Context: an optimization exercise on an open-source flow, tuned for small area and a short achievable clock period. The choices shown serve that exercise and are no tape-out recipe.
RTL that was checked went through simulation tests only; none was proved equivalent to the original.
No functional check of the RTL was part of run 8.
Power is estimated from default activity; no workload was simulated.

**flow/design.v**
```verilog
`timescale 1ns / 1ps
module RISCuva0 ( clk, reset,
                  progAddress, progData, progReset,
                  dataIn, dataOut,
                  portAddress, portRead, portWrite,
                  intReq, intAck );
    input        clk, reset;
    output [9:0] progAddress;
    input [13:0] progData;
    output       progReset;
    input  [7:0] dataIn;
    output [7:0] dataOut;
    output [7:0] portAddress;
    output       portRead;
    output       portWrite;
    input        intReq;
    output       intAck;
    wire [1:0] opA = progData[13:12];
    wire [1:0] opB = progData[11:10];
    wire [1:0] opC = progData[9:8];
    wire [3:0] rM  = progData[7:4];
    wire [3:0] rN  = progData[3:0];
    wire [9:0] immAddr = progData[9:0];
    wire [7:0] immData = progData[11:4];
    wire MISC = (opA == 2'b00);
    wire JP   = (opA == 2'b01);
    wire LOAD = (opA == 2'b10);
    wire ALU  = (opA == 2'b11);
    wire rets    = MISC & (opB == 2'b10);
    wire onRet   = rets & ~opC[1];               
    wire isRETI  = rets & (opC == 2'b01);
    wire isDI    = rets & (opC == 2'b10);
    wire isEI    = rets & (opC == 2'b11);
    wire isCALL  = MISC & (opB == 2'b00);
    wire writeRF = opA[1];                       
    logic [7:0]  rf [0:15];
    logic [11:0] stackMem [0:15];
    logic [3:0]  SP;
    logic [9:0]  PC;
    logic [7:0]  lastPort;      
    logic        zeroFlag, carryFlag;
    logic        userEI, intAckR, callingIRQ;
    wire [7:0] nextPort = lastPort + 8'd1;
    wire [7:0] otherPort = (opC == 2'b01) ? nextPort : {3'b111, progData[8:4]};
    wire [15:0] selN = 16'd1 << rN;
    wire [15:0] selM = 16'd1 << rM;
    wire [7:0] busN, busM;
    RISCuva0_read16 readN (.sel(selN), .d0(rf[0]), .d1(rf[1]), .d2(rf[2]), .d3(rf[3]),
        .d4(rf[4]), .d5(rf[5]), .d6(rf[6]), .d7(rf[7]), .d8(rf[8]), .d9(rf[9]),
        .d10(rf[10]), .d11(rf[11]), .d12(rf[12]), .d13(rf[13]), .d14(rf[14]), .d15(rf[15]), .q(busN));
    RISCuva0_read16p readM (.sel(selM), .d0(rf[0]), .d1(rf[1]), .d2(rf[2]), .d3(rf[3]),
        .d4(rf[4]), .d5(rf[5]), .d6(rf[6]), .d7(rf[7]), .d8(rf[8]), .d9(rf[9]),
        .d10(rf[10]), .d11(rf[11]), .d12(rf[12]), .d13(rf[13]), .d14(rf[14]), .d15(rf[15]), .q(busM),
        .pass(opC == 2'b00), .other(otherPort), .qp(portAddress));
    assign portRead  = ALU & (opB == 2'b11);
    assign portWrite = MISC & (opB == 2'b11);
    assign dataOut   = busN;
    assign intAck = intAckR;
    logic [7:0] logicALU;
    logic       logicCarry;
    always_comb
        case (opC)
            2'b00: begin logicALU = busM;           logicCarry = carryFlag; end
            2'b01: begin logicALU = busN ~^ busM;   logicCarry = carryFlag; end
            2'b10: begin logicALU = busN | busM;    logicCarry = 1'b0;      end
            default: begin logicALU = busN & busM;  logicCarry = 1'b1;      end
        endcase
    wire       isSub = opC[1];
    wire [7:0] altM  = isSub ? ~busM : busM;
    wire       cin   = opC[0] ? (isSub ? ~carryFlag : carryFlag) : isSub;
    wire [7:0] hx = busN ^ altM;
    wire [7:0] ho = busN | altM;
    wire [7:0] g0 = busN & altM;
    wire [7:0] p0 = hx;
    wire [7:0] g1, p1, g2, p2, g3, p3;
    assign g1[0] = g0[0];              assign p1[0] = p0[0];
    assign g1[7:1] = g0[7:1] | (p0[7:1] & g0[6:0]);
    assign p1[7:1] = p0[7:1] & p0[6:0];
    assign g2[1:0] = g1[1:0];          assign p2[1:0] = p1[1:0];
    assign g2[7:2] = g1[7:2] | (p1[7:2] & g1[5:0]);
    assign p2[7:2] = p1[7:2] & p1[5:0];
    assign g3[3:0] = g2[3:0];          assign p3[3:0] = p2[3:0];
    assign g3[7:4] = g2[7:4] | (p2[7:4] & g2[3:0]);
    assign p3[7:4] = p2[7:4] & p2[3:0];
    wire [8:1] c = g3 | (p3 & {8{cin}});
    wire [7:0] arithALU   = hx ^ {c[7:1], cin};
    wire       arithCarry = isSub ? ~c[8] : c[8];
    wire       arithZero = ~(hx[0] ^ cin) & ((hx[7:1] ^ ho[6:0]) == 7'b0);
    logic [7:0] shiftALU;
    logic       shiftCarry;
    always_comb
        case (opC)
            2'b00: {shiftALU, shiftCarry} = {busN[7], busN};
            2'b01: {shiftALU, shiftCarry} = {carryFlag, busN};
            2'b10: {shiftALU, shiftCarry} = {busN[0], busN};
            default: {shiftALU, shiftCarry} = {busN[6:0], busN[7], busN[7]};
        endcase
    logic [7:0] otherRes;
    always_comb
        case ({opA[0], opB})
            3'b100:  otherRes = logicALU;
            3'b110:  otherRes = shiftALU;
            3'b111:  otherRes = dataIn;
            default: otherRes = immData;
        endcase
    wire       isArith  = opA[0] & (opB == 2'b01);
    wire [7:0] dataBus  = isArith ? arithALU  : otherRes;
    wire       dataZero = isArith ? arithZero : (otherRes == 8'h00);
    always @(posedge clk)
        for (int i = 0; i < 16; i++)
            if (reset && i < 2)
                rf[i] <= (i == 1) ? 8'd1 : 8'd0;
            else if (~reset && writeRF && rN == i)
                rf[i] <= dataBus;
    always @(posedge clk)
        if (reset)
            lastPort <= 8'hFF;
        else if (portRead | portWrite)
            lastPort <= portAddress;
    wire mayIRQ   = ~(rets | portWrite | portRead);
    wire validIRQ = intReq & ~intAckR & userEI & mayIRQ;
    always @(posedge clk) begin
        if (reset)     userEI <= 1'b0;
        else if (isDI) userEI <= 1'b0;
        else if (isEI) userEI <= 1'b1;
        if (reset)         intAckR <= 1'b0;
        else if (validIRQ) intAckR <= 1'b1;
        else if (isRETI)   intAckR <= 1'b0;
        if (reset) callingIRQ <= 1'b0;
        else       callingIRQ <= validIRQ;
    end
    wire [3:0]  SPp1     = SP + 4'd1;
    wire [11:0] stackTop;
    wire [15:0] selS = 16'd1 << SP;
    RISCuva0_read16 #(12) readS (.sel(selS), .d0(stackMem[0]), .d1(stackMem[1]), .d2(stackMem[2]),
        .d3(stackMem[3]), .d4(stackMem[4]), .d5(stackMem[5]), .d6(stackMem[6]), .d7(stackMem[7]),
        .d8(stackMem[8]), .d9(stackMem[9]), .d10(stackMem[10]), .d11(stackMem[11]),
        .d12(stackMem[12]), .d13(stackMem[13]), .d14(stackMem[14]), .d15(stackMem[15]), .q(stackTop));
    always @(posedge clk)
        if (isRETI)
            {carryFlag, zeroFlag} <= stackTop[11:10];
        else begin
            if (writeRF)
                zeroFlag <= dataZero;
            if (ALU & (opB != 2'b11))
                carryFlag <= (opB == 2'b00) ? logicCarry :
                             (opB == 2'b10) ? shiftCarry : arithCarry;
        end
    logic validFlag;
    always_comb
        case (opB)
            2'b00: validFlag =  zeroFlag;
            2'b01: validFlag = ~zeroFlag;
            2'b10: validFlag =  carryFlag;
            default: validFlag = ~carryFlag;
        endcase
    wire       onJump = (MISC & ~opB[1]) | (JP & validFlag);
    wire [9:0] incrPC = callingIRQ ? PC : PC + 10'd1;
    wire [9:0] nextPC = onJump ? {immAddr[9:1], immAddr[0] | callingIRQ} :
                        onRet  ? stackTop[9:0] : incrPC;
    always @(posedge clk)
        if (reset) PC <= 10'd0;
        else       PC <= nextPC;
    assign progAddress = nextPC;
    assign progReset   = reset | validIRQ;
    always @(posedge clk)
        if (reset)       SP <= 4'd15;
        else if (isCALL) SP <= SPp1;
        else if (onRet)  SP <= SP - 4'd1;
    always @(posedge clk)
        if (isCALL)
            stackMem[SPp1] <= {carryFlag, zeroFlag, incrPC};
endmodule
module RISCuva0_read16 #(parameter W = 8) (
    input  [15:0]  sel,
    input  [W-1:0] d0, d1, d2, d3, d4, d5, d6, d7, d8, d9, d10, d11, d12, d13, d14, d15,
    output [W-1:0] q);
    assign q = ({W{sel[0]}}  & d0)  | ({W{sel[1]}}  & d1)  | ({W{sel[2]}}  & d2)  | ({W{sel[3]}}  & d3)
             | ({W{sel[4]}}  & d4)  | ({W{sel[5]}}  & d5)  | ({W{sel[6]}}  & d6)  | ({W{sel[7]}}  & d7)
             | ({W{sel[8]}}  & d8)  | ({W{sel[9]}}  & d9)  | ({W{sel[10]}} & d10) | ({W{sel[11]}} & d11)
             | ({W{sel[12]}} & d12) | ({W{sel[13]}} & d13) | ({W{sel[14]}} & d14) | ({W{sel[15]}} & d15);
endmodule
module RISCuva0_read16p (
    input  [15:0] sel,
    input  [7:0]  d0, d1, d2, d3, d4, d5, d6, d7, d8, d9, d10, d11, d12, d13, d14, d15,
    input         pass,
    input  [7:0]  other,
    output [7:0]  q,
    output [7:0]  qp);
    assign q = ({8{sel[0]}}  & d0)  | ({8{sel[1]}}  & d1)  | ({8{sel[2]}}  & d2)  | ({8{sel[3]}}  & d3)
             | ({8{sel[4]}}  & d4)  | ({8{sel[5]}}  & d5)  | ({8{sel[6]}}  & d6)  | ({8{sel[7]}}  & d7)
             | ({8{sel[8]}}  & d8)  | ({8{sel[9]}}  & d9)  | ({8{sel[10]}} & d10) | ({8{sel[11]}} & d11)
             | ({8{sel[12]}} & d12) | ({8{sel[13]}} & d13) | ({8{sel[14]}} & d14) | ({8{sel[15]}} & d15);
    assign qp = pass ? q : other;
endmodule
```
**flow/flow/run.sh**
```bash
#!/bin/bash
# The standard layout with two changes: plain buf_2 cells as the port buffers
# (instead of the delay cells that buffer_ports picks by default), and clock
# tree synthesis without dummy loads at the clock tree's leaves. Each tool's
# output is in standard.log and orfs/logs/.
set -euo pipefail
bash standard.sh \
  "BUFFER_PORTS_ARGS=-buffer_cell sky130_fd_sc_hd__buf_2" \
  "CTS_ARGS=-sink_clustering_enable -repair_clock_nets -buf_list sky130_fd_sc_hd__clkbuf_8 -sink_clustering_size 16 -sink_clustering_max_diameter 80 -dont_use_dummy_load" \
  finish > standard.log 2>&1
```
**flow/standard.sh**
```bash
#!/bin/bash
# synth_recipe.tcl (not shown) runs the flow's synth.tcl, then flattens the netlist and writes it again
# the make line also repeats each setting of config.mk as NAME=value (left out here)
make -C /OpenROAD-flow-scripts/flow DESIGN_CONFIG=/design/flow/config.mk WORK_HOME=/design/flow/orfs CLKGATE_MAP_FILE= SYNTH_SCRIPT=/design/flow/synth_recipe.tcl "${@:-finish}"
```
**flow/config.mk**
```make
export PLATFORM = sky130hd
export DESIGN_NAME = RISCuva0
export DESIGN_NICKNAME = RISCuva0
export VERILOG_FILES = /design/flow/design.v
export SDC_FILE = /design/flow/constraint.sdc
export NUM_CORES = 4
export LEC_CHECK = 0
export CAP_MARGIN = 20
export CORE_MARGIN = 2
export CORE_UTILIZATION = 50
export CTS_BUF_LIST = sky130_fd_sc_hd__clkbuf_8
export CTS_CLUSTER_DIAMETER = 50
export CTS_CLUSTER_SIZE = 16
export SETUP_SLACK_MARGIN = 2.3
export SLEW_MARGIN = 20
export SYNTH_HIERARCHICAL = 1
export SYNTH_MINIMUM_KEEP_SIZE = 0
```
**flow/constraint.sdc**
```tcl
create_clock -name core_clock -period 7.0 [get_ports {clk}]
set_input_delay 1.4000 -clock core_clock [delete_from_list [all_inputs] [get_ports {clk}]]
set_output_delay 1.4000 -clock core_clock [all_outputs]
set_load 0.01 [all_outputs]
```
==> impl_metrics.ini, run 1 <==
[timing]
period_share_pct = 67.6
worstMarginPinSlew_ns = 1.06
setup_viol = 0
skew_ns = 0.0600
slew_headroom_pct = 29.1
clock.fmax_mhz = 211
min_period_ns = 4.73
rsz0062_at_grt = yes
hold_viol = 0
timing.final.max_slew_violations = 0
setup-tns-final_ns = 0

[global_routing]
antenna_found_initial = 1
grt_pass1_vias = 10631
grt_start_max_net_pins = 37
overflow = 0
grt_use_total_pct = 27.9
grt_pass1_wl_mm = 70.1

[worst_setup_path]
critPathCapture = progAddress[0]
cp_slowest_cell = a21oi_1
cp-startpoint = progData[10]
crit_cells = 8
cpMostUsedCell = a21oi_1
worst-endpoint-required_ns = 5.60
critPathMaxStageDelay_ns = 0.44
cp.arrival_ns = 3.33
critical-path-top-delay-family = compound AO/OA/AOI/OAI gates
critPathLaunchType = input port
crit_type = input port to output pin
endpoint_kind = output pin
crit_chain = clkbuf_4, xnor2_1, a21oi_1, o21bai_4, mux2i_2, nor2b_1, a21oi_1, buf_2
worstRegToRegCells = 13
r2r_end = carryFlag
r2r_slack_ns = 3.26
crit_buf_inv = 2
reg2reg_from = rf[0][3]
crit_fanout = 23

[synth]
synth_seq_cells = 347
async_flop_share_pct = 0
synth-simple-area-share_pct = 9.00
synth_xor_area_share_pct = 2.12
synthesis.area_um2 = 16500
syn_nets = 1301
synth_edf_count = 306
synth_cell_types = 78
syn_area_per_cell_um2 = 13.4
yosysWarnings = 9
ys_seq_area_share_pct = 60.5
synth_cells = 1234
synthAdderAreaFrac_pct = 3.22
synth_top_family_by_area = compound AO/OA/AOI/OAI gates
muxShareOfSynthArea_pct = 3.34
synth-compound-area-share_pct = 17.0
synth-main-ff-cell = edfxtp_1

[floorplan]
die_x_um = 186
row_count = 66
die_area_um2 = 34500
pin_count = 55
start_util_pct = 50.8
core_area_um2 = 32500
die_h_um = 186

[pwr]
power_leakage_nw = 6.44
peakVddDrop_uv = 126
power.density_nw_per_um2 = 219

[place]
io_buffer_count = 54
gp_congestion = 0.959
place_hpwl_mm = 33.3

[drt]
drt_iter0_markers = 1585
wl_per_cell_um = 27.8
drc = 0
antenna_left = 0
dr.pass1.iters = 6
drt_wl_total_mm = 48.5
vias = 11380
via_per_inst = 6.51

[clocking]
cts.htree.levels = 1
cts_buffer_depth = 3
numCtsBuffers = 26
clkSlewWorstSetupHoldPaths_ns = 0.10
clockRootBuffer = clkbuf_8
cts_tree = yes
insertion_delay_ns = 0.62
numClockSinks = 347

[layout]
drive_above_1_share_pct = 22.3
layout_common_cells = edfxtp_1 (306), a22o_1 (111), a221oi_1 (77), buf_4 (73), nor2_1 (60)
antenna_cells = 0
syn2layout_area_growth_pct = 9.94
fillers = 2714
post-route-util_pct = 55.9
final_common_cell = edfxtp_1
nets = 1375

[min_path]
hold_depth = 2
hp-class = register to register

[run_status]
outcome = no timing/DRC/antenna violations

[run]
drv_cap = 0
[layout make-up]
cell class                 instances  area [µm²]  area share, %
clock buffer                      26         358           1.97
inverter                          54         215           1.18
multi-input combinational        750        6150           33.8
sequential                       347       10000           55.1
tap                              442         553           3.04
timing repair buffer             129         890           4.89
[registers in the layout, indices dropped and copies added, names as in the netlist]
register    flops
stackMem      192
userEI          1
callingIRQ      1
PC             10
carryFlag       1
intAckR         1
lastPort        8
zeroFlag        1
SP              4
rf            128
[modules after synthesis, one instance, submodules excluded, excerpt]
module,flip-flops and latches,times used
RISCuva0,347,1
RISCuva0_read16p,0,1
RISCuva0_read16,0,1
[where the power goes]
group          total [W]  switching, W  internal, W  leakage, nW
sequential       0.00233     0.0000179      0.00231         3.12
combinational   0.000709      0.000448     0.000262         3.13
clock           0.000949      0.000617     0.000332        0.187
[worst min-delay path, delay by kind of cell, from the launching register on]
family | cells | cell delay (ns)
compound gates | 1 | 0.05
flops | 1 | 0.33
simple gates | 1 | 0.05
[cell usage after synthesis (28+ instances only)]
| cell | instances | area, µm² |
|---|---|---|
| a22o_1 | 111 | 972 |
| inv_1 | 51 | 191 |
| nand4_1 | 30 | 188 |
| dfxtp_1 | 41 | 821 |
| a221oi_1 | 98 | 858 |
| ha_1 | 41 | 513 |
| a21oi_1 | 30 | 150 |
| buf_6 | 30 | 338 |
| nand2_1 | 55 | 206 |
| nor2_1 | 82 | 308 |
| edfxtp_1 | 306 | 9190 |
| xor2_1 | 28 | 245 |
[per-layer routing]
metal | up-vias | track usage (%) | share of wire [%]
li1 | 4988 | - | -
met1 | 5688 | 43.0 | 45
met2 | 601 | 40.3 | 42
met3 | 103 | 5.42 | 9.9
met4 | 0 | 7.56 | 2.9
met5 | - | 0 | 0
[logic make-up (layout without fill, tap and decap cells)]
family,Yosys count,in the layout
buf+inv,138,209
xor+xnor,40,40
compound gates,335,336
fa+ha+maj,42,42
simple gates,292,292
flops,347,347
mux,40,40
[worst min-delay path by stage]
stage,to,startpoint
global placement,userEI,userEI
CTS,userEI,userEI
global route,userEI,userEI
detailed placement,userEI,userEI
floorplan,userEI,userEI
finish,userEI,userEI
[per-stage QoR]
step                      cell area [µm²]  cells  total power [W]  worst slack, ns  hold slack, ns
after floorplan                     16500   1234          0.00278             2.31           0.431
after global placement              17100   1685          0.00300             1.21           0.449
after detailed placement            17100   1685          0.00300             1.25           0.463
after CTS                           17900   1740          0.00396             2.14           0.477
after global routing                18200   1748          0.00413             2.22           0.511
final                               18200   1748          0.00399             2.27           0.479
[what timing repair did]
action | 4_1_cts | 5_1_grt
hold buffers | 0 | 0
gates resized for setup | 52 | 50
pin swaps | 18 | 6
gates cloned | 1 | 0
endpoints found under the setup margin | 119 | 127
setup buffers | 28 | 8
==> run 2, diff against run 1 <==
--- a/flow/config.mk
+++ b/flow/config.mk
@@ -12,4 +12,5 @@
 export CTS_CLUSTER_DIAMETER = 50
 export CTS_CLUSTER_SIZE = 16
+export PLACE_DENSITY = 0.72
 export SETUP_SLACK_MARGIN = 2.3
 export SLEW_MARGIN = 20
==> impl_metrics.ini, run 2 <==
[layout]
drive_above_1_share_pct = 24.5
layout_common_cells = edfxtp_1 (306), a22o_1 (110), buf_4 (64), a221oi_1 (56), a221oi_2 (53)
final_common_cell = edfxtp_1
fillers = 2692
largestRegisters = stackMem x192, rf x128, PC x10
antenna_cells = 0
post-route-cell-area_um2 = 18300
syn2layout_area_growth_pct = 10.6
largest_register_ffs = 192
top_register = stackMem
nets = 1364

[timing]
rsz0062_at_grt = yes
worstMarginPinSlew_ns = 1.14
slew_headroom_pct = 23.4
skew_ns = 0.104
setup_slack_ns = 2.28
setup-tns-final_ns = 0
period_share_pct = 67.4
hold_ws_ns = 0.469
min_period_ns = 4.72
setup_viol = 0
hold_viol = 0
timing.final.max_slew_violations = 0
clock.fmax_mhz = 212

[drt]
drt_iter0_markers = 1443
via_per_inst = 6.60
drt_wl_total_mm = 47.6
dr.pass1.iters = 6
drc = 0
wl_per_cell_um = 27.4
vias = 11472
antenna_left = 0

[place]
io_buffer_count = 54
gp_congestion = 0.975
pre_cts_slack_ns = 1.03
place_hpwl_mm = 32.5
dpl_cell_area_um2 = 17000

[synth]
syn_area_per_cell_um2 = 13.4
synthTopCellsByCount = edfxtp_1 (306), a22o_1 (111), a221oi_1 (98), nor2_1 (82), nand2_1 (55)
synth_edf_count = 306
yosysWarnings = 9
synthTopCellsByArea = edfxtp_1 (56%), a22o_1 (5.9%), a221oi_1 (5.2%), dfxtp_1 (5.0%), ha_1 (3.1%)
ys_seq_area_share_pct = 60.5
synth_cell_types = 78
synth_cells = 1234
synth_most_common_cell = edfxtp_1
synthesis.area_um2 = 16500
synth_seq_cells = 347
yosysTopAreaCellShare_pct = 55.6
yosysTopAreaCell = edfxtp_1
synth-main-ff-cell = edfxtp_1
syn_nets = 1301
async_flop_share_pct = 0

[floorplan]
start_util_pct = 50.8
die_h_um = 186
core_area_um2 = 32500
pin_count = 55
die_x_um = 186
die_area_um2 = 34500
row_count = 66

[run]
drv_cap = 0

[clocking]
cts_buffer_depth = 3
clockRootBuffer = clkbuf_8
cts_tree = yes
insertion_delay_ns = 0.61
cts.htree.levels = 1
clkSlewWorstSetupHoldPaths_ns = 0.11
numClockSinks = 347
numCtsBuffers = 27

[worst_setup_path]
crit_type = input port to output pin
cp.arrival_ns = 3.32
crit_fanout = 8
worst-endpoint-required_ns = 5.60
endpoint_kind = output pin
critPathLaunchType = input port

[pwr]
power_leakage_nw = 6.43
power.density_nw_per_um2 = 220
peakVddDrop_uv = 144
power_w = 0.00402

[global_routing]
grt_start_max_net_pins = 37
grt_pass1_vias = 10839
antenna_found_initial = 0
grt_use_total_pct = 27.2
overflow = 0
grt_pass1_wl_mm = 69.0

[min_path]
hp-class = register to register

[run_status]
outcome = no timing/DRC/antenna violations
run 2: critical path, cell delays in order:
cell and delay, ns:
buf_2 0.14, nand2b_2 0.23, nor3_1 0.07, buf_4 0.20, a22o_1 0.23, a221oi_2 0.37
nand4_1 0.27, buf_4 0.25, buf_2 0.14
run 2: timing repair:
item / in CTS / in global routing
cloned: 0 / 0
hold buffers: 0 / 0
setup endpoints to repair: 135 / 129
setup buffers: 29 / 10
endpoints found under the hold margin: 0 / 0
pin swaps: 17 / 14
gates resized for setup: 61 / 74
run 2: Yosys stat by module (local to each module, per instance), a selection:
module | area, µm² | cells | times used | flip-flops and latches
RISCuva0 | 13800 | 925 | 1 | 347
RISCuva0_read16 | 778 | 88 | 1 | 0
RISCuva0_read16p | 915 | 97 | 1 | 0
run 2: metal layers:
metal / track usage, % / routed length, µm / up-vias
li1: - / - / 4968
met1: 39.4 / 19700 / 5736
met2: 40.8 / 21100 / 662
met3: 6.22 / 5120 / 106
met4: 8.31 / 1690 / 0
met5: 0 / 0 / -
run 2: kinds of logic after synthesis:
| logic type | Yosys count | share of synthesized area (%) |
|---|---|---|
| XOR/XNOR | 40 | 2.12 |
| flip-flops | 347 | 60.5 |
| multiplexers | 40 | 3.34 |
| AO/OA/AOI/OAI | 335 | 17.0 |
| adder cells (fa/ha/maj) | 42 | 3.22 |
| buffers and inverters | 138 | 4.77 |
| AND/OR/NAND/NOR | 292 | 9.00 |
run 2: path summary, 6_finish.rpt:
| path | from | end | slack [ns] | depth (start not counted) |
|---|---|---|---|---|
| hold / removal | userEI | userEI | 0.47 | 2 |
| setup reg to reg | rf[4][0] | rf[7][2] | 3.35 | 14 |
| setup / recovery | progData[3] | dataOut[0] | 2.28 | 9 |
| hold reg to reg | userEI | userEI | 0.47 | 2 |
run 2: where the power goes:
group	internal, W	switching, W
registers	0.00231	0.0000218
clock network	0.000343	0.000610
logic	0.000273	0.000462
run 2: cell type report:
class                      instances  area, µm²  area share, %
timing repair buffer             118        795           4.34
inverter                          54        224           1.22
clock buffer                      27        372           2.03
sequential                       347      10000           54.7
tap                              442        553           3.02
multi-input combinational        749       6340           34.6
run 2: through the flow:
step | instances | util (%)
finish | 1737 | 56.2
detailed placement | 1670 | 52.2
global route | 1737 | 56.2
CTS | 1726 | 54.8
floorplan | 1234 | -
global placement | 1669 | 52.1
==> run 3, diff against run 2 <==
--- a/flow/config.mk
+++ b/flow/config.mk
@@ -12,6 +12,5 @@
 export CTS_CLUSTER_DIAMETER = 50
 export CTS_CLUSTER_SIZE = 16
-export PLACE_DENSITY = 0.72
-export SETUP_SLACK_MARGIN = 2.3
+export SETUP_SLACK_MARGIN = 2.4
 export SLEW_MARGIN = 20
 export SYNTH_HIERARCHICAL = 1
==> impl_metrics.ini, run 3 <==
[drt]
drt_wl_total_mm = 49.2
drc = 0
dr.pass1.iters = 6
antenna_left = 0
vias = 11494
via_per_inst = 6.52
drt_iter0_markers = 1344
wl_per_cell_um = 27.9

[worst_setup_path]
reg2reg_from = rf[5][0]
crit_fanout = 23
worstRegToRegCells = 13
cp.arrival_ns = 3.24
endpoint_kind = output pin
worst-endpoint-required_ns = 5.60
r2r_slack_ns = 3.31
critPathLaunchType = input port
crit_type = input port to output pin
r2r_end = rf[14][2]

[synth]
synthesis.area_um2 = 16500
synth_cells = 1234
synth_most_common_cell = edfxtp_1
synthTopCellsByArea = edfxtp_1 (56%), a22o_1 (5.9%), a221oi_1 (5.2%), dfxtp_1 (5.0%), ha_1 (3.1%)
yosysTopAreaCell = edfxtp_1
synth-main-ff-cell = edfxtp_1
synth_cell_types = 78
synth_seq_cells = 347
yosysWarnings = 9
ys_seq_area_share_pct = 60.5
syn_area_per_cell_um2 = 13.4
synth_edf_count = 306
synthTopCellsByCount = edfxtp_1 (306), a22o_1 (111), a221oi_1 (98), nor2_1 (82), nand2_1 (55)
async_flop_share_pct = 0
yosysTopAreaCellShare_pct = 55.6
syn_nets = 1301

[min_path]
hold_depth = 2
hp-class = register to register
whs_endpoint = userEI
worstHoldStart = userEI

[place]
pre_cts_slack_ns = 1.15
dpl.cell_count = 1680
dpl_cell_area_um2 = 17000
place_hpwl_mm = 34.0
gp_congestion = 0.972
io_buffer_count = 54

[layout]
fillers = 2714
top_register = stackMem
finalNonFillerCells = 1763
largest_register_ffs = 192
largestRegisters = stackMem x192, rf x128, PC x10
syn2layout_area_growth_pct = 13.1
post-route-cell-area_um2 = 18700
final_common_cell = edfxtp_1
drive_above_1_share_pct = 26.9
layout_common_cells = edfxtp_1 (306), a22o_1 (111), buf_4 (87), nor2_1 (55), a221oi_1 (52)
antenna_cells = 0
nets = 1390

[clocking]
numClockSinks = 347
clockRootBuffer = clkbuf_8
insertion_delay_ns = 0.61
cts.htree.levels = 1
cts_hold_buf = 0
numCtsBuffers = 26
cts_buffer_depth = 3
cts_tree = yes
clkSlewWorstSetupHoldPaths_ns = 0.10

[global_routing]
antenna_found_initial = 0
grt_pass1_wl_mm = 70.7
grt_pass1_vias = 10733
grt_start_max_net_pins = 37
grt_use_total_pct = 28.2
overflow = 0

[timing]
rsz0062_at_grt = yes
min_period_ns = 4.64
setup_slack_ns = 2.36
setup_viol = 0
skew_ns = 0.0564
slew_headroom_pct = 31.2
hold_viol = 0
timing.final.max_slew_violations = 0
worstMarginPinSlew_ns = 1.03
period_share_pct = 66.3
clock.fmax_mhz = 215
setup-tns-final_ns = 0

[floorplan]
pin_count = 55
core_area_um2 = 32500
die_area_um2 = 34500
start_util_pct = 50.8
die_x_um = 186
row_count = 66
die_h_um = 186

[run]
drv_cap = 0

[pwr]
power.density_nw_per_um2 = 216
peakVddDrop_uv = 133
power_leakage_nw = 6.62

[run_status]
outcome = no timing/DRC/antenna violations
run 3: worst max-delay path by stage:
stage	from	end	slack, ns	depth (start not counted)
after floorplan	progData[5]	rf[10][4]	2.41	17
after global placement	progData[5]	rf[11][5]	1.12	15
after detailed placement	progData[5]	rf[11][5]	1.15	15
after CTS	SP[0]	progAddress[1]	2.37	8
after global routing	progData[10]	progAddress[0]	2.29	8
final	progData[10]	progAddress[0]	2.36	8
run 3: cell families after synthesis:
group	Yosys count	share of synthesized area, %
mux	40	3.34
flops	347	60.5
simple gates	292	9.00
fa+ha+maj	42	3.22
compound gates	335	17.0
xor+xnor	40	2.12
buf+inv	138	4.77
run 3: where the power goes:
group,switching [W],internal (W),total [W]
Combinational,0.000465,0.000290,0.000755
Sequential,0.0000221,0.00231,0.00233
Clock,0.000615,0.000332,0.000947
Total,0.00110,0.00293,0.00404
run 3: layer usage:
| metal | part of all wire [%] | track usage (%) | vias to the layer above |
|---|---|---|---|
| met3 | 9.3 | 4.27 | 68 |
| met2 | 43 | 41.3 | 587 |
| li1 | - | - | 5020 |
| met4 | 2.0 | 5.73 | 0 |
| met1 | 45 | 44.4 | 5819 |
| met5 | 0 | 0 | - |
run 3: critical path, stage by stage:
cell and delay, ns:
buf_4 0.25, xnor2_1 0.12, a21oi_1 0.49, o21bai_4 0.18, mux2i_2 0.22, nor2b_1 0.16
a21oi_1 0.23, buf_2 0.19
run 3: timing repair:
item | 4_1_cts | 5_1_grt
pin swaps | 21 | 17
gates cloned | 1 | 0
buffers inserted | 39 | 16
gates resized for setup | 127 | 60
setup endpoints to repair | 133 | 122
run 3: modules after synthesis (local to each module, per instance), a selection:
module	flops+latches	area, µm²	cells inside	times used
RISCuva0	347	13800	925	1
RISCuva0_read16p	0	915	97	1
RISCuva0_read16	0	778	88	1
run 3: final cells by class:
type / instances / area [µm²] / share of cell area (%)
Clock buffer: 26 / 358 / 1.91
Sequential cell: 347 / 10000 / 53.5
Tap cell: 442 / 553 / 2.96
Timing Repair Buffer: 144 / 1060 / 5.69
Multi-Input combinational cell: 750 / 6490 / 34.7
Inverter: 54 / 225 / 1.20
run 3: metrics by stage:
stage / hold slack, ns / utilization, % / power [W]
final: 0.477 / 57.5 / 0.00404
after global routing: 0.496 / 57.5 / 0.00418
after CTS: 0.482 / 56.2 / 0.00400
after detailed placement: 0.470 / 52.4 / 0.00301
after global placement: 0.448 / 52.3 / 0.00301
after floorplan: 0.431 / - / 0.00279
==> run 4, diff against run 3 <==
--- a/flow/design.v
+++ b/flow/design.v
@@ -157,6 +157,8 @@
     wire       onJump = (MISC & ~opB[1]) | (JP & validFlag);
     wire [9:0] incrPC = callingIRQ ? PC : PC + 10'd1;
-    wire [9:0] nextPC = onJump ? {immAddr[9:1], immAddr[0] | callingIRQ} :
-                        onRet  ? stackTop[9:0] : incrPC;
+    wire [9:0] nextPC;
+    RISCuva0_pcmux pcmux (.jump(onJump), .ret(onRet),
+        .target({immAddr[9:1], immAddr[0] | callingIRQ}), .retAddr(stackTop[9:0]),
+        .incr(incrPC), .q(nextPC));
     always @(posedge clk)
         if (reset) PC <= 10'd0;
@@ -194,2 +196,8 @@
     assign qp = pass ? q : other;
 endmodule
+module RISCuva0_pcmux (
+    input        jump, ret,
+    input  [9:0] target, retAddr, incr,
+    output [9:0] q);
+    assign q = jump ? target : ret ? retAddr : incr;
+endmodule
--- a/flow/config.mk
+++ b/flow/config.mk
@@ -12,5 +12,5 @@
 export CTS_CLUSTER_DIAMETER = 50
 export CTS_CLUSTER_SIZE = 16
-export SETUP_SLACK_MARGIN = 2.4
+export SETUP_SLACK_MARGIN = 2.2
 export SLEW_MARGIN = 20
 export SYNTH_HIERARCHICAL = 1
==> impl_metrics.ini, run 4 <==
[run_status]
outcome = no timing/DRC/antenna violations

[layout]
top_register = stackMem
nets = 1359
final_common_cell = edfxtp_1
drive_above_1_share_pct = 21.6
post-route-util_pct = 55.6
largestRegisters = stackMem x192, rf x128, PC x10
layout_common_cells = edfxtp_1 (306), a22o_1 (111), a221oi_1 (65), buf_4 (58), nand2_1 (55)
largest_register_ffs = 192
syn2layout_area_growth_pct = 9.43

[drt]
dr.pass1.iters = 5
antenna_left = 0
drt_iter0_markers = 1134
drc = 0
wl_per_cell_um = 27.0
via_per_inst = 6.37
vias = 11046
drt_wl_total_mm = 46.7

[synth]
yosysTopAreaCellShare_pct = 55.6
syn_nets = 1304
synthTopCellsByArea = edfxtp_1 (56%), a22o_1 (5.9%), a221oi_1 (5.2%), dfxtp_1 (5.0%), ha_1 (3.1%)
yosysTopAreaCell = edfxtp_1
synth_cell_types = 67
synth_cells = 1237
synthTopCellsByCount = edfxtp_1 (306), a22o_1 (111), a221oi_1 (99), nor2_1 (73), nand2_1 (57)
synthAdderAreaFrac_pct = 3.22
ys_seq_area_share_pct = 60.5
yosysWarnings = 9
synth_edf_count = 306
synth-simple-area-share_pct = 9.31
muxShareOfSynthArea_pct = 3.34
syn_area_per_cell_um2 = 13.4
synthesis.area_um2 = 16500
synth_most_common_cell = edfxtp_1
async_flop_share_pct = 0
synth-compound-area-share_pct = 16.7
synth-main-ff-cell = edfxtp_1
synth_seq_cells = 347
synth_xor_area_share_pct = 2.12
synth_top_family_by_area = compound AO/OA/AOI/OAI gates

[timing]
rsz0062_at_grt = no
timing.final.max_slew_violations = 0
worstMarginPinSlew_ns = 1.08
setup-tns-final_ns = 0
slew_headroom_pct = 27.5
clock.fmax_mhz = 208
setup_viol = 0
min_period_ns = 4.81
setup_slack_ns = 2.19
skew_ns = 0.105
hold_viol = 0
period_share_pct = 68.7

[global_routing]
grt_use_total_pct = 27.1
grt_start_max_net_pins = 44
grt_pass1_wl_mm = 68.7
grt_pass1_vias = 10701
overflow = 0
antenna_found_initial = 1

[worst_setup_path]
endpoint_kind = output pin
crit_type = input port to output pin
cpMostUsedCell = buf_2
cp.arrival_ns = 3.41
critPathMaxStageDelay_ns = 0.76
crit_chain = buf_2, nand2b_1, nor2_1, a221oi_1, nand4_1, buf_4, buf_2
cp_slowest_cell = nor2_1
critPathLaunchType = input port
crit_fanout = 8
worst-endpoint-required_ns = 5.60

[floorplan]
core_area_um2 = 32500
row_count = 66
die_area_um2 = 34500
die_x_um = 186
pin_count = 55
die_h_um = 186
start_util_pct = 50.8

[clocking]
cts_buffer_depth = 3
clkSlewWorstSetupHoldPaths_ns = 0.10
cts_tree = yes
cts.htree.levels = 1
numClockSinks = 347
clockRootBuffer = clkbuf_8
insertion_delay_ns = 0.62
numCtsBuffers = 27

[pwr]
peakVddDrop_uv = 176
power_leakage_nw = 6.25
power_w = 0.00395
power.density_nw_per_um2 = 218

[place]
place_hpwl_mm = 32.2
io_buffer_count = 54
pre_cts_slack_ns = 1.18
gp_congestion = 0.912

[min_path]
hp-class = register to register

[run]
drv_cap = 0
[run 4: changes by cell type after synthesis, moves of 8 or more]
| cell | previous run | this run |
|---|---|---|
| nor2_1 | 82 | 73 |
| nand3_1 | 25 | 16 |
| o21ai_0 | 12 | 33 |
| nor2b_1 | 8 | 30 |
| clkbuf_1 | 24 | 34 |
| a21oi_1 | 30 | 15 |
| nand3b_1 | 2 | 13 |
| a211o_1 | 2 | 10 |
[run 4: per-module statistics from Yosys (local to each module, per instance), excerpt]
module | flops+latches | cell area, µm²
RISCuva0_read16p | 0 | 915
RISCuva0_pcmux | 0 | 213
RISCuva0 | 347 | 13600
RISCuva0_read16 | 0 | 778
[run 4: logic make-up (layout without fill, tap and decap cells)]
group	Yosys count	in the layout
AO/OA/AOI/OAI	332	332
buffers and inverters	137	190
flip-flops	347	347
AND/OR/NAND/NOR	298	298
multiplexers	41	41
XOR/XNOR	40	40
adder cells (fa/ha/maj)	42	42
other	0	1
[run 4: final timing paths]
kind                                  start         end  slack [ns]  cells after the start
worst min-delay path                 userEI      userEI        0.48                      2
worst max register to register     rf[4][4]   rf[12][4]        3.37                     12
worst min register to register       userEI      userEI        0.48                      2
worst max-delay path            progData[2]  dataOut[0]        2.19                      7
[run 4: cell type report]
class                      instances  area (µm²)
antenna                            1        2.50
clock buffer                      27         372
fill                            2749       14400
inverter                          48         180
multi-input combinational        753        6210
sequential                       347       10000
tap                              442         553
timing repair buffer             114         767
timing repair inverter             1        5.00
[run 4: where the power goes]
part	leakage, nW	switching (W)	internal, W
sequential	3.10	0.0000194	0.00231
clock	0.194	0.000621	0.000344
combinational	2.95	0.000411	0.000252
total	6.25	0.00105	0.00290
[run 4: repair_timing]
item / CTS / global route
gates cloned: 0 / 1
pin swaps: 11 / 7
endpoints found under the setup margin: 116 / 129
hold buffers: 0 / 0
gates resized for setup: 39 / 59
setup buffers: 22 / 9
[run 4: per-layer routing]
metal  part of all wire [%]  track usage (%)  up-vias
li1                       -                -     4932
met4                    4.3             11.0        0
met3                    5.0             2.37      101
met1                     41             35.9     5592
met2                     50             46.1      421
met5                      0                0        -
[run 4: worst max-delay path, delay by kind of cell]
family                 cells  cell delay, ns
and+or+nand+nor            3            1.23
buffers and inverters      3            0.49
AOI/OAI and AO/OA          1            0.28
[run 4: through the flow]
step	hold WS [ns]	instance area, µm²	cells
6_report	0.476	18100	1733
5_1_grt	0.489	18100	1733
4_1_cts	0.481	17700	1721
3_5_place_dp	0.466	17000	1672
3_3_place_gp	0.447	17000	1671
2_1_floorplan	0.437	16500	1237
==> run 5, diff against run 4 <==
--- a/flow/config.mk
+++ b/flow/config.mk
@@ -12,5 +12,5 @@
 export CTS_CLUSTER_DIAMETER = 50
 export CTS_CLUSTER_SIZE = 16
-export SETUP_SLACK_MARGIN = 2.2
+export SETUP_SLACK_MARGIN = 2.3
 export SLEW_MARGIN = 20
 export SYNTH_HIERARCHICAL = 1
==> impl_metrics.ini, run 5 <==
[run_status]
outcome = no timing/DRC/antenna violations

[timing]
worstMarginPinSlew_ns = 1.07
timing.final.max_slew_violations = 0
setup_slack_ns = 2.33
hold_viol = 0
setup_viol = 0
skew_ns = 0.0879
rsz0062_at_grt = yes
hold_ws_ns = 0.466
min_period_ns = 4.67
setup-tns-final_ns = 0
period_share_pct = 66.8
clock.fmax_mhz = 214
slew_headroom_pct = 28.5

[worst_setup_path]
cpMostUsedCell = buf_2
critPathMaxStageDelay_ns = 0.47
worst-endpoint-required_ns = 5.60
cp.arrival_ns = 3.27
crit_chain = buf_2, nand2b_1, nor2_2, a22o_1, a221oi_1, nand4_1, buf_4, buf_2
crit_type = input port to output pin
crit_fanout = 8
cp_slowest_cell = a221oi_1
endpoint_kind = output pin
critPathLaunchType = input port

[pwr]
internal_power_w = 0.00290
clock_power_share_pct = 23.8
combPwrFrac_pct = 17.2
power_frac_seq_pct = 59.1
switching_share_pct = 26.4
peakVddDrop_uv = 164
p_sw_w = 0.00104
power.density_nw_per_um2 = 216
power_leakage_nw = 6.31

[drt]
vias = 11028
drt_wl_total_mm = 45.8
drc = 0
drt_iter0_markers = 958
dr.pass1.iters = 5
antenna_left = 0
via_per_inst = 6.35
wl_per_cell_um = 26.3

[synth]
syn_nets = 1304
synth_xor_area_share_pct = 2.12
synthTopCellsByArea = edfxtp_1 (56%), a22o_1 (5.9%), a221oi_1 (5.2%), dfxtp_1 (5.0%), ha_1 (3.1%)
synth_seq_cells = 347
synth_cells = 1237
syn_area_per_cell_um2 = 13.4
yosysWarnings = 9
synth_most_common_cell = edfxtp_1
muxShareOfSynthArea_pct = 3.34
ys_seq_area_share_pct = 60.5
synth_cell_types = 67
synthAdderAreaFrac_pct = 3.22
synth_top_family_by_area = compound AO/OA/AOI/OAI gates
async_flop_share_pct = 0
yosysTopAreaCellShare_pct = 55.6
synthTopCellsByCount = edfxtp_1 (306), a22o_1 (111), a221oi_1 (99), nor2_1 (73), nand2_1 (57)
yosysTopAreaCell = edfxtp_1
synthesis.area_um2 = 16500
synth-simple-area-share_pct = 9.31
synth-compound-area-share_pct = 16.7
synth_edf_count = 306
synth-main-ff-cell = edfxtp_1

[clocking]
clockRootBuffer = clkbuf_8
cts_hold_buf = 0
cts_buffer_depth = 3
clkSlewWorstSetupHoldPaths_ns = 0.10
numCtsBuffers = 26
insertion_delay_ns = 0.60
numClockSinks = 347
cts_tree = yes
cts.htree.levels = 1

[global_routing]
grt_pass1_wl_mm = 67.1
antenna_found_initial = 1
grt_start_max_net_pins = 44
overflow = 0
grt_pass1_vias = 10505
grt_use_total_pct = 26.3

[layout]
top_register = stackMem
largest_register_ffs = 192
drive_above_1_share_pct = 22.9
syn2layout_area_growth_pct = 10.0
fillers = 2726
largestRegisters = stackMem x192, rf x128, PC x10
final_common_cell = edfxtp_1
layout_common_cells = edfxtp_1 (306), a22o_1 (111), a221oi_1 (66), buf_4 (62), nand2_1 (55)
post-route-cell-area_um2 = 18200
nets = 1364
finalNonFillerCells = 1738

[floorplan]
row_count = 66
die_area_um2 = 34500
die_h_um = 186
die_x_um = 186
pin_count = 55
core_area_um2 = 32500
start_util_pct = 50.8

[run]
drv_cap = 0

[place]
gp_congestion = 0.935
io_buffer_count = 54
dpl_cell_area_um2 = 17000
dpl.cell_count = 1672
pre_cts_slack_ns = 1.08
place_hpwl_mm = 32.1

[min_path]
hp-class = register to register
[run 5: per-stage QoR]
stage	power (W)	utilization [%]
floorplan	0.00277	-
global placement	0.00296	52.3
detailed placement	0.00296	52.4
CTS	0.00392	55.0
global route	0.00407	55.9
finish	0.00394	55.9
[run 5: layout make-up]
type                            count  area (µm²)  area share, %
Sequential cell                   347       10000           55.0
Antenna cell                        1        2.50         0.0138
Clock buffer                       26         358           1.97
Timing Repair inverter              1        7.51         0.0413
Multi-Input combinational cell    753        6250           34.3
Timing Repair Buffer              120         832           4.57
Inverter                           48         180          0.990
Tap cell                          442         553           3.04
[run 5: power groups by stage]
stage	combinational (W)	clock, W	sequential (W)
global route	0.000727	0.00102	0.00233
finish	0.000675	0.000935	0.00233
CTS	0.000645	0.000953	0.00233
floorplan	0.000402	0	0.00236
detailed placement	0.000592	0	0.00237
global placement	0.000588	0	0.00237
[run 5: final timing paths]
kind | startpoint | depth (start not counted) | endpoint | slack [ns]
worst max-delay path | progData[2] | 8 | dataOut[0] | 2.33
worst min-delay path | userEI | 2 | userEI | 0.47
worst max register to register | rf[4][1] | 14 | rf[3][5] | 3.35
worst min register to register | userEI | 2 | userEI | 0.47
[run 5: logic make-up (layout without fill, tap and decap cells)]
family / Yosys count / in the layout
adder cells (fa/ha/maj): 42 / 42
AND/OR/NAND/NOR: 298 / 298
buffers and inverters: 137 / 195
AO/OA/AOI/OAI: 332 / 332
other: 0 / 1
XOR/XNOR: 40 / 40
multiplexers: 41 / 41
flip-flops: 347 / 347
[run 5: repair_timing]
| item | in CTS | in global routing |
|---|---|---|
| setup endpoints to repair | 146 | 112 |
| cloned | 0 | 1 |
| resized for setup | 52 | 60 |
| buffers inserted | 33 | 5 |
| pin swaps | 19 | 3 |
[run 5: layer usage]
layer / track usage, % / vias up / routed length, µm
li1: - / 4953 / -
met1: 34.2 / 5590 / 18500
met2: 46.6 / 388 / 23300
met3: 2.47 / 97 / 2240
met4: 8.35 / 0 / 1710
met5: 0 / - / 0
[run 5: worst max-delay path: cells and delay by family]
family	cells	cell delay (ns)
buffers and inverters	3	0.47
and+or+nand+nor	3	0.70
AOI/OAI and AO/OA	2	0.70
[run 5: per-module statistics from Yosys, one instance, submodules excluded, excerpt]
module,cells inside,area (µm²),times used
RISCuva0,895,13600,1
RISCuva0_pcmux,33,213,1
RISCuva0_read16,88,778,1
RISCuva0_read16p,97,915,1
==> run 6, diff against run 5 <==
==> flow/flow/run.sh (replaced) <==
#!/bin/bash
# The standard layout with two changes: plain buf_2 cells as the port buffers
# (instead of the delay cells that buffer_ports picks by default), and clock
# tree synthesis without dummy loads at the clock tree's leaves. Adders are
# left to abc (no half/full adder cells). Each tool's
# output is in standard.log and orfs/logs/.
set -euo pipefail
bash standard.sh \
  "ADDER_MAP_FILE=" \
  "BUFFER_PORTS_ARGS=-buffer_cell sky130_fd_sc_hd__buf_2" \
  "CTS_ARGS=-sink_clustering_enable -repair_clock_nets -buf_list sky130_fd_sc_hd__clkbuf_8 -sink_clustering_size 16 -sink_clustering_max_diameter 80 -dont_use_dummy_load" \
  finish > standard.log 2>&1
==> impl_metrics.ini, run 6 <==
[layout]
drive_above_1_share_pct = 23.7
top_register = stackMem
final_common_cell = edfxtp_1
post-route-util_pct = 56.4
largestRegisters = stackMem x192, rf x128, PC x10
nets = 1368
syn2layout_area_growth_pct = 11.7
layout_common_cells = edfxtp_1 (306), a22o_1 (111), buf_4 (83), a221oi_1 (69), nand2_1 (63)
largest_register_ffs = 192
fillers = 2720

[worst_setup_path]
worst-endpoint-required_ns = 7.33
critPathMaxStageDelay_ns = 0.38
cpMostUsedCell = buf_4
crit_type = input port to register
crit_buf_inv = 6
crit_fanout = 8
critPathLaunchType = input port
cp_slowest_cell = or3_4
endpoint_kind = register
crit_chain = clkbuf_4, or2_4, nor3_1, buf_4, a22o_1, a221oi_2, nand4_1, buf_4, xnor2_4, or3_4, a222oi_1, buf_4, nor3_2, o311ai_2, nor3_2, o31ai_4, buf_6, clkinv_4
critical-path-top-delay-family = compound AO/OA/AOI/OAI gates
cp.arrival_ns = 5.07

[timing]
min_period_ns = 4.75
setup-tns-final_ns = 0
worstMarginPinSlew_ns = 0.879
hold_ws_ns = 0.473
setup_viol = 0
hold_viol = 0
period_share_pct = 67.8
slew_headroom_pct = 41.0
skew_ns = 0.0733
clock.fmax_mhz = 211
timing.final.max_slew_violations = 0
rsz0062_at_grt = yes

[min_path]
hp-class = register to register

[place]
gp_congestion = 0.997
io_buffer_count = 54
place_hpwl_mm = 32.5

[clocking]
cts_hold_buf = 0
numCtsBuffers = 26
clkSlewWorstSetupHoldPaths_ns = 0.09
numClockSinks = 347
clockRootBuffer = clkbuf_8
cts_tree = yes
cts.htree.levels = 1
insertion_delay_ns = 0.61
cts_buffer_depth = 3

[synth]
synth-simple-area-share_pct = 10.6
synth_cells = 1274
syn_area_per_cell_um2 = 12.8
synth-compound-area-share_pct = 18.7
yosysTopAreaCellShare_pct = 56.2
synthesis.area_um2 = 16300
synth-main-ff-cell = edfxtp_1
synthTopCellsByCount = edfxtp_1 (306), a22o_1 (111), a221oi_1 (100), nor2_1 (76), nand2_1 (69)
async_flop_share_pct = 0
yosysWarnings = 9
muxShareOfSynthArea_pct = 2.14
synth_seq_cells = 347
synthAdderAreaFrac_pct = 0.429
syn_nets = 1299
yosysTopAreaCell = edfxtp_1
synth_cell_types = 68
synthTopCellsByArea = edfxtp_1 (56%), a22o_1 (5.9%), a221oi_1 (5.4%), dfxtp_1 (5.0%), buf_6 (2.0%)
synth_xor_area_share_pct = 2.41
synth_most_common_cell = edfxtp_1
synth_edf_count = 306
ys_seq_area_share_pct = 61.2
synth_top_family_by_area = compound AO/OA/AOI/OAI gates

[pwr]
clock_power_share_pct = 23.6
combPwrFrac_pct = 18.3
power.density_nw_per_um2 = 219
internal_power_w = 0.00291
power_frac_seq_pct = 58.1
peakVddDrop_uv = 150
p_sw_w = 0.00109
power_leakage_nw = 6.12
switching_share_pct = 27.2

[drt]
drt_iter0_markers = 1209
drc = 0
dr.pass1.iters = 5
drt_wl_total_mm = 48.5
antenna_left = 0
wl_per_cell_um = 27.2
via_per_inst = 6.54
vias = 11672

[run_status]
outcome = no timing/DRC/antenna violations

[floorplan]
die_x_um = 185
row_count = 66
die_h_um = 185
core_area_um2 = 32400
pin_count = 55
start_util_pct = 50.5
die_area_um2 = 34200

[run]
drv_cap = 0

[global_routing]
grt_use_total_pct = 27.9
antenna_found_initial = 0
overflow = 0
grt_start_max_net_pins = 44
grt_pass1_wl_mm = 70.3
grt_pass1_vias = 11070
-- run 6: changes by cell type in the layout (fill, tap and decap cells not counted), sizes merged, moves of 12 or more --
| cell | previous run | this run |
|---|---|---|
| a21oi | 17 | 33 |
| ha | 41 | 0 |
| nand2 | 58 | 70 |
| inv | 48 | 26 |
| nor3 | 15 | 32 |
| buf | 120 | 139 |
| xnor2 | 15 | 30 |
-- run 6: cell type report --
type / count / area [µm²] / area share (%)
antenna: 1 / 2.50 / 0.0137
timing repair buffer: 141 / 1010 / 5.51
tap: 442 / 553 / 3.03
timing repair inverter: 1 / 6.26 / 0.0343
clock buffer: 26 / 358 / 1.96
sequential: 347 / 10000 / 54.9
inverter: 27 / 113 / 0.617
multi-input combinational: 799 / 6200 / 34.0
-- run 6: what timing repair did --
item	CTS	global route
setup endpoints to repair	106	86
gates cloned	0	1
buffers inserted	35	8
resized for setup	55	82
pin swaps	13	9
-- run 6: through the flow --
step | std cells | instance area, µm² | total power [W] | worst slack [ns]
2_1_floorplan | 1274 | 16400 | 0.00279 | 2.30
6_report | 1784 | 18300 | 0.00400 | 2.25
3_3_place_gp | 1712 | 16900 | 0.00299 | 0.948
4_1_cts | 1774 | 17800 | 0.00397 | 2.29
3_5_place_dp | 1713 | 17000 | 0.00300 | 0.774
5_1_grt | 1783 | 18300 | 0.00414 | 2.20
-- run 6: tightest hold or removal path, stage by stage, from the launching register on --
cell     delay [ns]
dfxtp_1        0.32
nand2_1        0.05
a21oi_1        0.05
-- run 6: kinds of logic after synthesis --
| family | after synthesis |
|---|---|
| AO/OA/AOI/OAI | 379 |
| flip-flops | 347 |
| AND/OR/NAND/NOR | 338 |
| buffers and inverters | 128 |
| XOR/XNOR | 45 |
| multiplexers | 30 |
| adder cells (fa/ha/maj) | 7 |
-- run 6: worst paths after layout --
path | startpoint | endpoint | slack, ns | cells past startpoint
setup reg to reg | rf[5][3] | rf[13][7] | 3.14 | 14
hold reg to reg | userEI | userEI | 0.47 | 2
hold / removal | userEI | userEI | 0.47 | 2
setup / recovery | progData[3] | rf[13][7] | 2.25 | 18
-- run 6: modules after synthesis, one instance, submodules excluded, a selection --
module	flops+latches	copies in the design	cell area (µm²)
RISCuva0_read16p	0	1	915
RISCuva0	347	1	13400
RISCuva0_pcmux	0	1	213
RISCuva0_read16	0	1	778
-- run 6: layer usage --
metal  part of all wire, %  vias to the layer above  global-route usage [%]
li1                      -                     5161                       -
met4                   3.9                        0                    11.1
met5                     0                        -                       0
met3                   6.8                      116                    4.64
met2                    48                      524                    46.1
met1                    41                     5871                    37.0
-- run 6: power by group through the flow --
stage | clock (W) | sequential [W] | combinational [W]
2_1_floorplan | 0 | 0.00236 | 0.000428
3_3_place_gp | 0 | 0.00237 | 0.000620
3_5_place_dp | 0 | 0.00237 | 0.000626
4_1_cts | 0.000963 | 0.00232 | 0.000683
5_1_grt | 0.00103 | 0.00233 | 0.000782
6_report | 0.000942 | 0.00232 | 0.000733
==> run 7, diff against run 6 <==
==> flow/flow/run.sh (replaced) <==
#!/bin/bash
# The standard layout with two changes: plain buf_2 cells as the port buffers
# (instead of the delay cells that buffer_ports picks by default), and clock
# tree synthesis without dummy loads at the clock tree's leaves. Each tool's
# output is in standard.log and orfs/logs/.
set -euo pipefail
bash standard.sh \
  "BUFFER_PORTS_ARGS=-buffer_cell sky130_fd_sc_hd__buf_2" \
  "CTS_ARGS=-sink_clustering_enable -repair_clock_nets -buf_list sky130_fd_sc_hd__clkbuf_8 -sink_clustering_size 16 -sink_clustering_max_diameter 50 -dont_use_dummy_load" \
  finish > standard.log 2>&1
==> impl_metrics.ini, run 7 <==
[place]
io_buffer_count = 54
pre_cts_slack_ns = 1.08
dpl.cell_count = 1672
place_hpwl_mm = 32.1
gp_congestion = 0.935

[layout]
largestRegisters = stackMem x192, rf x128, PC x10
nets = 1372
fillers = 2740
syn2layout_area_growth_pct = 10.3
final_common_cell = edfxtp_1
finalNonFillerCells = 1746
top_register = stackMem
drive_above_1_share_pct = 22.0
seqCellArea_um2 = 10000
multi_input_area_um2 = 6170
layout_common_cells = edfxtp_1 (306), a22o_1 (111), a221oi_1 (70), buf_4 (60), nand2_1 (55)
largest_register_ffs = 192

[timing]
worstMarginPinSlew_ns = 1.03
clock.fmax_mhz = 216
min_period_ns = 4.63
period_share_pct = 66.2
setup_slack_ns = 2.37
setup_viol = 0
setup-tns-final_ns = 0
hold_ws_ns = 0.457
rsz0062_at_grt = yes
timing.final.max_slew_violations = 0
hold_viol = 0
skew_ns = 0.0978
slew_headroom_pct = 31.2

[drt]
vias = 11003
antenna_left = 0
drc = 0
wl_per_cell_um = 26.2
drt_wl_total_mm = 45.8
via_per_inst = 6.30
drt_iter0_markers = 841
dr.pass1.iters = 5

[min_path]
whs_endpoint = userEI
hold_depth = 2
worstHoldStart = userEI
hp-class = register to register

[worst_setup_path]
endpoint_kind = output pin
r2r_end = rf[2][5]
critPathMaxStageDelay_ns = 0.49
cp_slowest_cell = a221oi_1
crit_type = input port to output pin
critPathLaunchType = input port
worst-endpoint-required_ns = 5.60
worstRegToRegCells = 13
crit_chain = buf_2, nand2b_2, nor2_2, a22o_1, a221oi_1, nand4_1, buf_4, buf_2
crit_fanout = 10
crit_buf_inv = 3
r2r_slack_ns = 3.34
cp.arrival_ns = 3.23
reg2reg_from = rf[4][1]
cpMostUsedCell = buf_2
critical-path-top-delay-family = compound AO/OA/AOI/OAI gates

[run]
drv_cap = 0

[pwr]
power_leakage_nw = 6.34
switching_share_pct = 26.0
p_sw_w = 0.00106
internal_power_w = 0.00302
combPwrFrac_pct = 16.4
power_frac_seq_pct = 57.0
peakVddDrop_uv = 177
clock_power_share_pct = 26.7
power.density_nw_per_um2 = 224
power_w = 0.00408

[synth]
synthTopCellsByArea = edfxtp_1 (56%), a22o_1 (5.9%), a221oi_1 (5.2%), dfxtp_1 (5.0%), ha_1 (3.1%)
synth-compound-area-share_pct = 16.7
syn_area_per_cell_um2 = 13.4
synthTopCellsByCount = edfxtp_1 (306), a22o_1 (111), a221oi_1 (99), nor2_1 (73), nand2_1 (57)
synth-simple-area-share_pct = 9.31
synth_cell_types = 67
synth-main-ff-cell = edfxtp_1
yosysTopAreaCellShare_pct = 55.6
synth_xor_area_share_pct = 2.12
synth_top_family_by_area = compound AO/OA/AOI/OAI gates
synth_seq_cells = 347
synthesis.area_um2 = 16500
synthAdderAreaFrac_pct = 3.22
synth_most_common_cell = edfxtp_1
muxShareOfSynthArea_pct = 3.34
yosysTopAreaCell = edfxtp_1
syn_nets = 1304
ys_seq_area_share_pct = 60.5
synth_edf_count = 306
async_flop_share_pct = 0
yosysWarnings = 9
synth_cells = 1237

[clocking]
numClockSinks = 347
cts_tree = yes
cts.htree.levels = 2
clkSlewWorstSetupHoldPaths_ns = 0.04
insertion_delay_ns = 0.57
cts_hold_buf = 0
numCtsBuffers = 36
cts_buffer_depth = 3
clockRootBuffer = clkbuf_8

[floorplan]
core_area_um2 = 32500
pin_count = 55
die_x_um = 186
die_area_um2 = 34500
start_util_pct = 50.8
row_count = 66
die_h_um = 186

[global_routing]
overflow = 0
grt_use_total_pct = 26.6
grt_start_max_net_pins = 44
antenna_found_initial = 1
grt_pass1_vias = 10587
grt_pass1_wl_mm = 67.4

[run_status]
outcome = no timing/DRC/antenna violations
run 7: repair_timing:
item                                    in CTS  in global routing
gates cloned                                 0                  1
endpoints found under the setup margin     150                110
setup buffers                               30                  6
hold endpoints to repair                     0                  0
pin swaps                                   17                  5
gates resized for setup                     53                 37
run 7: area by class of cell:
cell class | instances | share of cell area, %
flip-flops and latches | 347 | 54.9
multi-input cells | 753 | 33.8
repair buffers | 118 | 4.48
well taps | 442 | 3.03
clock buffers | 36 | 2.72
inverters | 48 | 0.988
repair inverters | 1 | 0.0412
diodes | 1 | 0.0137
run 7: Yosys stat by module, one instance, submodules excluded, a selection:
module	flops+latches	area, µm²	cells
RISCuva0_read16p	0	915	97
RISCuva0_pcmux	0	213	33
RISCuva0	347	13600	895
RISCuva0_read16	0	778	88
run 7: stage by stage:
stage	instance area, µm²	utilization [%]
after floorplan	16600	-
after global placement	17000	52.3
after detailed placement	17000	52.4
after CTS	18000	55.4
after global routing	18200	56.0
final	18200	56.0
run 7: metal layers:
metal | GRT usage (%) | wire length (µm) | up-vias
met3 | 3.21 | 2380 | 105
met1 | 34.0 | 18300 | 5562
met5 | 0 | 0 | -
met4 | 9.86 | 1750 | 0
li1 | - | - | 4965
met2 | 46.4 | 23300 | 371
run 7: worst max path at each step:
stage,startpoint,to,slack [ns],cells after the start
6_report,progData[1],dataOut[5],2.37,8
5_1_grt,progData[3],rf[6][6],2.24,17
4_1_cts,progData[6],portAddress[1],2.30,8
3_5_place_dp,progData[5],rf[3][6],1.08,14
3_3_place_gp,progData[5],rf[5][6],1.02,15
2_1_floorplan,progData[7],rf[0][7],2.32,17
run 7: cell families (layout without fill, tap and decap cells):
| group | count (synthesis) | after routing |
|---|---|---|
| other | 0 | 1 |
| DFF | 347 | 347 |
| and+or+nand+nor | 298 | 298 |
| xor gates and xnor gates | 40 | 40 |
| buffers and inverters | 137 | 203 |
| adders and majority gates | 42 | 42 |
| AOI/OAI and AO/OA | 332 | 332 |
| muxes | 41 | 41 |
run 7: tightest hold or removal path, cell delays in order (launching register included):
cell	delay, ns
dfxtp_1	0.30
nand2_1	0.05
a21oi_1	0.05
run 7: power by group through the flow:
| stage | logic [W] | clock network [W] | registers, W |
|---|---|---|---|
| finish | 0.000668 | 0.00109 | 0.00233 |
| global route | 0.000720 | 0.00119 | 0.00233 |
| CTS | 0.000641 | 0.00112 | 0.00233 |
| detailed placement | 0.000592 | 0 | 0.00237 |
| global placement | 0.000588 | 0 | 0.00237 |
| floorplan | 0.000402 | 0 | 0.00236 |
==> run 8, diff against run 7 <==
--- a/flow/design.v
+++ b/flow/design.v
@@ -105,5 +105,7 @@
         endcase
     wire       isArith  = opA[0] & (opB == 2'b01);
-    wire [7:0] dataBus  = isArith ? arithALU  : otherRes;
+    wire [7:0] dataBusLo, dataBusHi;
+    RISCuva0_resmux resLo (.arith(isArith), .a(arithALU), .b(otherRes), .q(dataBusLo));
+    RISCuva0_resmux resHi (.arith(isArith), .a(arithALU), .b(otherRes), .q(dataBusHi));
     wire       dataZero = isArith ? arithZero : (otherRes == 8'h00);
     always @(posedge clk)
@@ -112,5 +114,5 @@
                 rf[i] <= (i == 1) ? 8'd1 : 8'd0;
             else if (~reset && writeRF && rN == i)
-                rf[i] <= dataBus;
+                rf[i] <= (i < 8) ? dataBusLo : dataBusHi;
     always @(posedge clk)
         if (reset)
@@ -202,2 +204,8 @@
     assign q = jump ? target : ret ? retAddr : incr;
 endmodule
+module RISCuva0_resmux (
+    input        arith,
+    input  [7:0] a, b,
+    output [7:0] q);
+    assign q = arith ? a : b;
+endmodule
--- a/flow/flow/run.sh
+++ b/flow/flow/run.sh
@@ -7,4 +7,4 @@
 bash standard.sh \
   "BUFFER_PORTS_ARGS=-buffer_cell sky130_fd_sc_hd__buf_2" \
-  "CTS_ARGS=-sink_clustering_enable -repair_clock_nets -buf_list sky130_fd_sc_hd__clkbuf_8 -sink_clustering_size 16 -sink_clustering_max_diameter 50 -dont_use_dummy_load" \
+  "CTS_ARGS=-sink_clustering_enable -repair_clock_nets -buf_list sky130_fd_sc_hd__clkbuf_8 -sink_clustering_size 16 -sink_clustering_max_diameter 80 -dont_use_dummy_load" \
   finish > standard.log 2>&1
==> impl_metrics.ini, run 8 <==
[run_status]
outcome = no timing/DRC/antenna violations

[drt]
drt_wl_total_mm = 50.2
antenna_left = 0
wl_per_cell_um = 28.3
dr.pass1.iters = 5
drc = 0
via_per_inst = 6.53
vias = 11570
drt_iter0_markers = 1574

[timing]
hold_viol = 0
min_period_ns = 4.68
slew_headroom_pct = 20.2
timing.final.max_slew_violations = 0
worstMarginPinSlew_ns = 1.19
clock.fmax_mhz = 214
setup_slack_ns = 2.32
period_share_pct = 66.8
rsz0062_at_grt = yes
skew_ns = 0.0712
hold_ws_ns = 0.470
setup_viol = 0
setup-tns-final_ns = 0

[floorplan]
start_util_pct = 51.1
core_area_um2 = 32700
die_area_um2 = 34900
row_count = 66
die_h_um = 187
pin_count = 55
die_x_um = 187

[layout]
drive_above_1_share_pct = 22.9
antenna_cells = 0
largest_register_ffs = 192
largestRegisters = stackMem x192, rf x128, PC x10
layout_common_cells = edfxtp_1 (306), a22o_1 (111), nand2_1 (84), buf_4 (73), a221oi_1 (63)
top_register = stackMem
final_common_cell = edfxtp_1
post-route-cell-area_um2 = 18400
syn2layout_area_growth_pct = 9.87
nets = 1398

[place]
gp_congestion = 0.958
dpl_cell_area_um2 = 17200
pre_cts_slack_ns = 1.41
place_hpwl_mm = 34.1
io_buffer_count = 54

[pwr]
power_w = 0.00400
power.density_nw_per_um2 = 218
power_leakage_nw = 6.41
peakVddDrop_uv = 165

[synth]
synth-compound-area-share_pct = 16.5
synth_xor_area_share_pct = 2.20
synth-simple-area-share_pct = 9.68
synth_most_common_cell = edfxtp_1
synth_edf_count = 306
syn_nets = 1330
synth-main-ff-cell = edfxtp_1
yosysWarnings = 9
synthTopCellsByArea = edfxtp_1 (55%), a22o_1 (5.8%), a221oi_1 (5.1%), dfxtp_1 (4.9%), ha_1 (3.1%)
synthTopCellsByCount = edfxtp_1 (306), a22o_1 (111), a221oi_1 (98), nand2_1 (87), nor2_1 (75)
synth_cell_types = 66
async_flop_share_pct = 0
syn_area_per_cell_um2 = 13.2
muxShareOfSynthArea_pct = 4.06
synth_cells = 1263
yosysTopAreaCellShare_pct = 55.0
yosysTopAreaCell = edfxtp_1
synth_top_family_by_area = compound AO/OA/AOI/OAI gates
ys_seq_area_share_pct = 59.9
synth_seq_cells = 347
synthAdderAreaFrac_pct = 3.19
synthesis.area_um2 = 16700

[global_routing]
grt_start_max_net_pins = 44
grt_pass1_vias = 10861
grt_pass1_wl_mm = 72.7
grt_use_total_pct = 27.9
overflow = 0
antenna_found_initial = 0

[clocking]
clockRootBuffer = clkbuf_8
cts_hold_buf = 0
cts.htree.levels = 1
numClockSinks = 347
cts_tree = yes
numCtsBuffers = 26
cts_buffer_depth = 3
insertion_delay_ns = 0.61
clkSlewWorstSetupHoldPaths_ns = 0.09

[run]
drv_cap = 0

[worst_setup_path]
endpoint_kind = output pin
worst-endpoint-required_ns = 5.60
crit_fanout = 10
cp.arrival_ns = 3.28
crit_type = input port to output pin
worstRegToRegCells = 17
critPathLaunchType = input port

[min_path]
hp-class = register to register
hold_depth = 2
==> run 8: cell count changes after synthesis, sizes merged, moves of 6 or more <==
cell,delta
clkbuf,-6
inv,-8
mux2,+16
nand2,+30
nand2b,+7
==> run 8: cell type report <==
| class | instances | area, µm² |
|---|---|---|
| well taps | 442 | 553 |
| clock buffers | 26 | 358 |
| fillers | 2744 | 14300 |
| inverters | 40 | 154 |
| repair buffers | 128 | 860 |
| multi-input cells | 788 | 6440 |
| flip-flops and latches | 347 | 10000 |
==> run 8: cell families after synthesis <==
group           after synthesis
buf+inv                     128
flops                       347
fa+ha+maj                    42
mux                          52
simple gates                319
compound gates              333
xor+xnor                     42
==> run 8: repair_timing <==
action	4_1_cts	5_1_grt
resized for setup	57	51
pin swaps	15	6
endpoints found under the hold margin	0	0
endpoints found under the setup margin	79	79
setup buffers	25	10
==> run 8: worst paths after layout <==
path,startpoint,to,slack (ns)
worst min-delay path,userEI,userEI,0.47
worst max-delay path,progData[1],dataOut[2],2.32
worst min register to register,userEI,userEI,0.47
worst max register to register,rf[5][0],rf[0][7],3.42
==> run 8: critical path, stage by stage <==
cell and delay (ns):
buf_2 0.24, nand2b_1 0.30, nor2_2 0.19, a22o_1 0.24, a221oi_1 0.34, nand4_1 0.31
buf_2 0.25
==> run 8: metal layers <==
layer / part of all wire, % / track usage, %
met1: 43 / 41.7
met5: 0 / 0
met2: 44 / 41.4
met4: 2.1 / 5.56
met3: 11 / 7.28
==> run 8: report_power, final <==
part,internal [W],switching [W]
Combinational,0.000264,0.000456
Sequential,0.00231,0.0000198
Clock,0.000332,0.000618
==> run 8: through the flow <==
step | instances | utilization, %
5_1_grt | 1771 | 56.2
4_1_cts | 1761 | 55.2
6_report | 1771 | 56.2
3_5_place_dp | 1710 | 52.7
2_1_floorplan | 1263 | -
3_3_place_gp | 1709 | 52.7
==> run 8: per-module statistics from Yosys, one instance, submodules excluded, excerpt <==
module            cells  times used  flip-flops and latches  cell area, µm²
RISCuva0_read16p     97           1                       0             915
RISCuva0_resmux       9           2                       0             131
RISCuva0_pcmux       33           1                       0             213
RISCuva0            903           1                     347           13500
RISCuva0_read16      88           1                       0             778

## afterwards: timing with drivers on the ports
Ports are ideal in the flow. The routed layouts listed here were re-timed in OpenROAD.
Step 1 sets driving cells, clkbuf_16 on the clock port and buf_2 on the other inputs (assumed; they add their load-dependent delay and slew).
Step 2 moves the port delays by t, midway between the first and last clock arrival at a register: inputs arrive t later, outputs are due t later. That takes back most of the time a late clock gives input paths.
Three values: ideal ports, drivers, drivers and shift; two values: the first two.
| run | shift t [ns] | setup WS [ns] | worst slew at a driven data input, ns |
|---|---|---|---|
| run 1 | 0.640 | 2.268 / 2.243 / 1.778 | 0.06 |
| run 2 | 0.613 | 2.285 / 2.233 / 1.778 | 0.07 |
| run 3 | 0.629 | 2.356 / 2.328 / 1.801 | 0.08 |
| run 4 | 0.612 | 2.190 / 2.131 / 1.665 | 0.12 |
| run 5 | 0.607 | 2.327 / 2.287 / 1.857 | 0.11 |
| run 6 | 0.625 | 2.255 / 2.262 / 1.637 | 0.10 |
| run 7 | 0.576 | 2.367 / 2.316 / 1.788 | 0.11 |
| run 8 | 0.623 | 2.323 / 2.298 / 1.760 | 0.05 |
After both steps every run listed still meets setup and hold. The setup slack of run 6, which loses most, moves by +0.007 ns with the drivers and by -0.618 ns with both steps.
